Background: an optimization exercise with open tools, aiming at small area, a short achievable clock period and few clock cycles. Do not read the settings as production practice.
In this exercise RTL edits were held to simulation tests only and were not proved equivalent to the original.
Power and IR drop assume default switching activity.

== run A ==
// RV32Core
module RV32Core(
    input wire CPU_CLK,
    input wire CPU_RST,
    output wire [31:0] IMemAddr,
    input wire [31:0] IMemData,
    output wire [31:0] DMemAddr,
    output wire [3:0] DMemWE,
    output wire [31:0] DMemWD,
    input wire [31:0] DMemRD
    );
    wire clk = CPU_CLK;
    wire rst = CPU_RST;
    reg  [12:0] pcF;
    reg         validD;
    reg  [12:0] pcD;
    reg         predFD;      
    reg         lbValid;
    reg  [12:0] lbPC, lbTgt;
    reg         validE;
    reg  [4:0]  rdE;
    reg         wrE, ldE, stE, brE, jalrE, predE;
    reg  [2:0]  f3E;
    reg  [12:0] altE;
    reg  [31:0] immE, regAE, regBE;
    reg         aR_E, aM_E, aW_E, aV_E, aAlt_E;
    reg         bR_E, bM_E, bW_E, bV_E, bImm_E;
    reg         subE, sSum_E, sSll_E, sSrl_E, sraE, sXor_E, sOr_E, sAnd_E, sSlt_E, sSltu_E, sLink_E;
    reg  [31:0] resM, stdM;
    reg  [3:0]  weM;
    reg  [4:0]  rdM;
    reg         wrM, ldM;
    reg  [2:0]  f3M;
    reg  [31:0] resW;
    reg  [4:0]  rdW;
    reg         wrW, ldW;
    reg  [2:0]  f3W;
    reg  [1:0]  a10W;
    reg  [31:0] valR;        
    reg  [4:0]  rdR;
  ...
export LEC_CHECK = 0
export CAP_MARGIN = 20
export CORE_MARGIN = 2
export CORE_UTILIZATION = 50
export CTS_CLUSTER_DIAMETER = 100
export CTS_CLUSTER_SIZE = 24
export PLACE_DENSITY = 0.7
export SETUP_SLACK_MARGIN = 0.4
export SLEW_MARGIN = 20
create_clock -name core_clock -period 17.0 [get_ports {CPU_CLK}]
standard.sh (not shown) runs the stock make flow with config.mk's settings and CLKGATE_MAP_FILE= SYNTH_SCRIPT=/design/flow/synth_recipe.tcl, a recipe that flattens the netlist after the stock synthesis.
==> flow/flow/run.sh <==
#!/bin/bash
set -euo pipefail
bash standard.sh SETUP_SLACK_MARGIN=12.5 TNS_END_PERCENT=0 finish > standard_flow.log 2>&1
Run A ended with every stage complete and zero timing, DRC or antenna violations.
Testbench counts of run A, summed over its fixed seeds: cycles 70,777.
The following lists how run B was set up differently from run A:
-- flow/config.mk --
<<< run A, line 9
export CORE_MARGIN = 2
export CORE_UTILIZATION = 50
export CTS_CLUSTER_DIAMETER = 100
export CTS_CLUSTER_SIZE = 24
export PLACE_DENSITY = 0.7
export SETUP_SLACK_MARGIN = 0.4
>>> run B, line 9
export CORE_MARGIN = 2
export CORE_UTILIZATION = 30
export SETUP_SLACK_MARGIN = 0.4
Results
Via count of the first global-routing pass of run B exceeds that of run A slightly. Post-synthesis area per instance: run B vs run A identical. In run B, the post-route worst setup slack came out 0.088 ns below the value in run A. Compared with run A, run B shows a lower sequential share of layout area. Relative to run A, count of clock buffers in the final design has increased by 87 in run B. Total power on run B is behind run A. Of the two values seen for critical path endpoint, regAE[29] was produced by run A and regAE[7] by run B. Run B: flow completed, timing, DRC and antenna clean. Sequential power of run B is on par with run A. Compared to run A, the routing of run B uses more wire. On worst hold slack, run A beats run B.
### run B -> run C
-- flow/config.mk --
<<< run B, line 10
export CORE_UTILIZATION = 30
export SETUP_SLACK_MARGIN = 0.4
>>> run C, line 10
export CORE_UTILIZATION = 30
export CTS_CLUSTER_DIAMETER = 100
export CTS_CLUSTER_SIZE = 20
export SETUP_SLACK_MARGIN = 0.4
==> run summary <==
- Summary of run C over run B: multi-input combinational cell area held steady, time the worst path needs with I/O delays and setup grew by 0.11 ns, power consumption shrank by 13%, required time reported for the critical path endpoint shrank by 0.06 ns.
- Run C vs run B, mean routed wirelength per cell went up by 0.17 µm.
- Detailed-route wire length: run C and run B compared, higher one is run B
- Both conditions hold for run C: the flow ran to the end and the final layout passed the timing, DRC and antenna checks.
The following lists how run D was set up differently from run C:
-- flow/config.mk --
<<< run C, line 9
export CORE_MARGIN = 2
export CORE_UTILIZATION = 30
export CTS_CLUSTER_DIAMETER = 100
export CTS_CLUSTER_SIZE = 20
export SETUP_SLACK_MARGIN = 0.4
>>> run D, line 9
export CORE_MARGIN = 2
export CORE_UTILIZATION = 60
export CTS_CLUSTER_DIAMETER = 100
export CTS_CLUSTER_SIZE = 24
export PLACE_DENSITY = 0.68
export SETUP_SLACK_MARGIN = 0.4
[summary]
From run C to run D the numbers moved as follows: area of all placed cells without fillers shrank by about 2%, mean instance size in the synthesized netlist essentially unchanged, fraction of area in registers moved up, met2 track demand over resource has increased, share of the core filled with cells now larger. Run C → run D: power decreased about 1.4%, total wire length after detailed routing decreased about 5.5%.
> inputs changed (run D -> run E)
-- flow/config.mk --
<<< run D, line 9
export CORE_MARGIN = 2
export CORE_UTILIZATION = 60
export CTS_CLUSTER_DIAMETER = 100
export CTS_CLUSTER_SIZE = 24
export PLACE_DENSITY = 0.68
export SETUP_SLACK_MARGIN = 0.4
>>> run E, line 9
export CORE_MARGIN = 2
export CORE_UTILIZATION = 50
export CTS_CLUSTER_DIAMETER = 100
export CTS_CLUSTER_SIZE = 24
export SETUP_SLACK_MARGIN = 0.4
## What came out
- [compare] base=run D new=run E: final critical path time including I/O delays and setup decreased 0.12 ns; via count decreased about 1.6%.
- Summary of run E over run D: number of cell instances on the worst register-to-register path went down 2, routed length per instance held, cell count went up 4.9%, largest voltage drop on the vdd net went down 4.8%, final cell area excluding filler cells went up 990 µm².
- For run D, the library cell contributing the largest single delay on the critical path was sky130_fd_sc_hd__buf_6, unlike run E, where it was sky130_fd_sc_hd__or3b_2.
- Routed wire length, run D and run E: higher on run E
- Reported for run D and run E, post-synthesis share of cell area spent on and, or, nand and nor gates turned out identical to the last digit.
--- input diff run E..run F ---
-- flow/config.mk --
<<< run E, line 9
export CORE_MARGIN = 2
export CORE_UTILIZATION = 50
export CTS_CLUSTER_DIAMETER = 100
>>> run F, line 9
export CORE_MARGIN = 2
export CORE_UTILIZATION = 30
export CTS_CLUSTER_DIAMETER = 100
--- outcome ---
Run F vs run E — post-CTS setup-driven buffer insertion count dropped by more than a quarter
The run showing the greater worst setup slack is run E.
Run comparison: run E source of the critical timing path IMemData[16]; run F source of the critical timing path IMemData[22]
Relative to run E, the part of the power in registers of run F is higher by 0.6 points.
Looking at design area across run E and run F, the one that comes out lower is run E.
Run F vs run E — utilization after layout dropped 23 points.
Taking run E as the reference, in run F routed wire length on met3 moved up; combinational share of power fell 0.8 points.

==> separate check: timing with driven ports <==
How much do the figures lean on ideal ports? The routed layouts below were timed once more, with nothing changed but the port constraints.
Step 1: set_driving_cell puts a clkbuf_16 on CPU_CLK and a buf_2 on each other input, an assumption about the parent block.
Step 2, shift: input delay + t, output delay - t, t = (earliest + latest rising clock arrival at the registers) / 2. This alone moves slack from input paths to output paths.
a / b / c = ideal / step 1 / step 2; a / b = the first two.
| run | shift t [ns] | setup WS [ns] | clock arrival spread, ns |
|---|---|---|---|
| run A | 0.792 | 11.819 / 11.873 / 11.081 | 0.061 / 0.060 |
| run B | 0.886 | 11.731 / 11.796 / 10.910 | 0.037 / 0.036 |
| run C | 0.845 | 11.620 / 11.686 / 10.842 | 0.063 / 0.063 |
| run D | 0.776 | 11.824 / 11.857 / 11.081 | 0.092 / 0.092 |
| run E | 0.800 | 11.948 / 11.989 / 11.189 | 0.104 / 0.104 |
| run F | 0.809 | 11.672 / 11.725 / 10.915 | 0.083 / 0.083 |
After both steps setup and hold are still met in every run listed. The setup slack of run B, which loses most, moves by +0.065 ns with the drivers and by -0.821 ns with both steps.
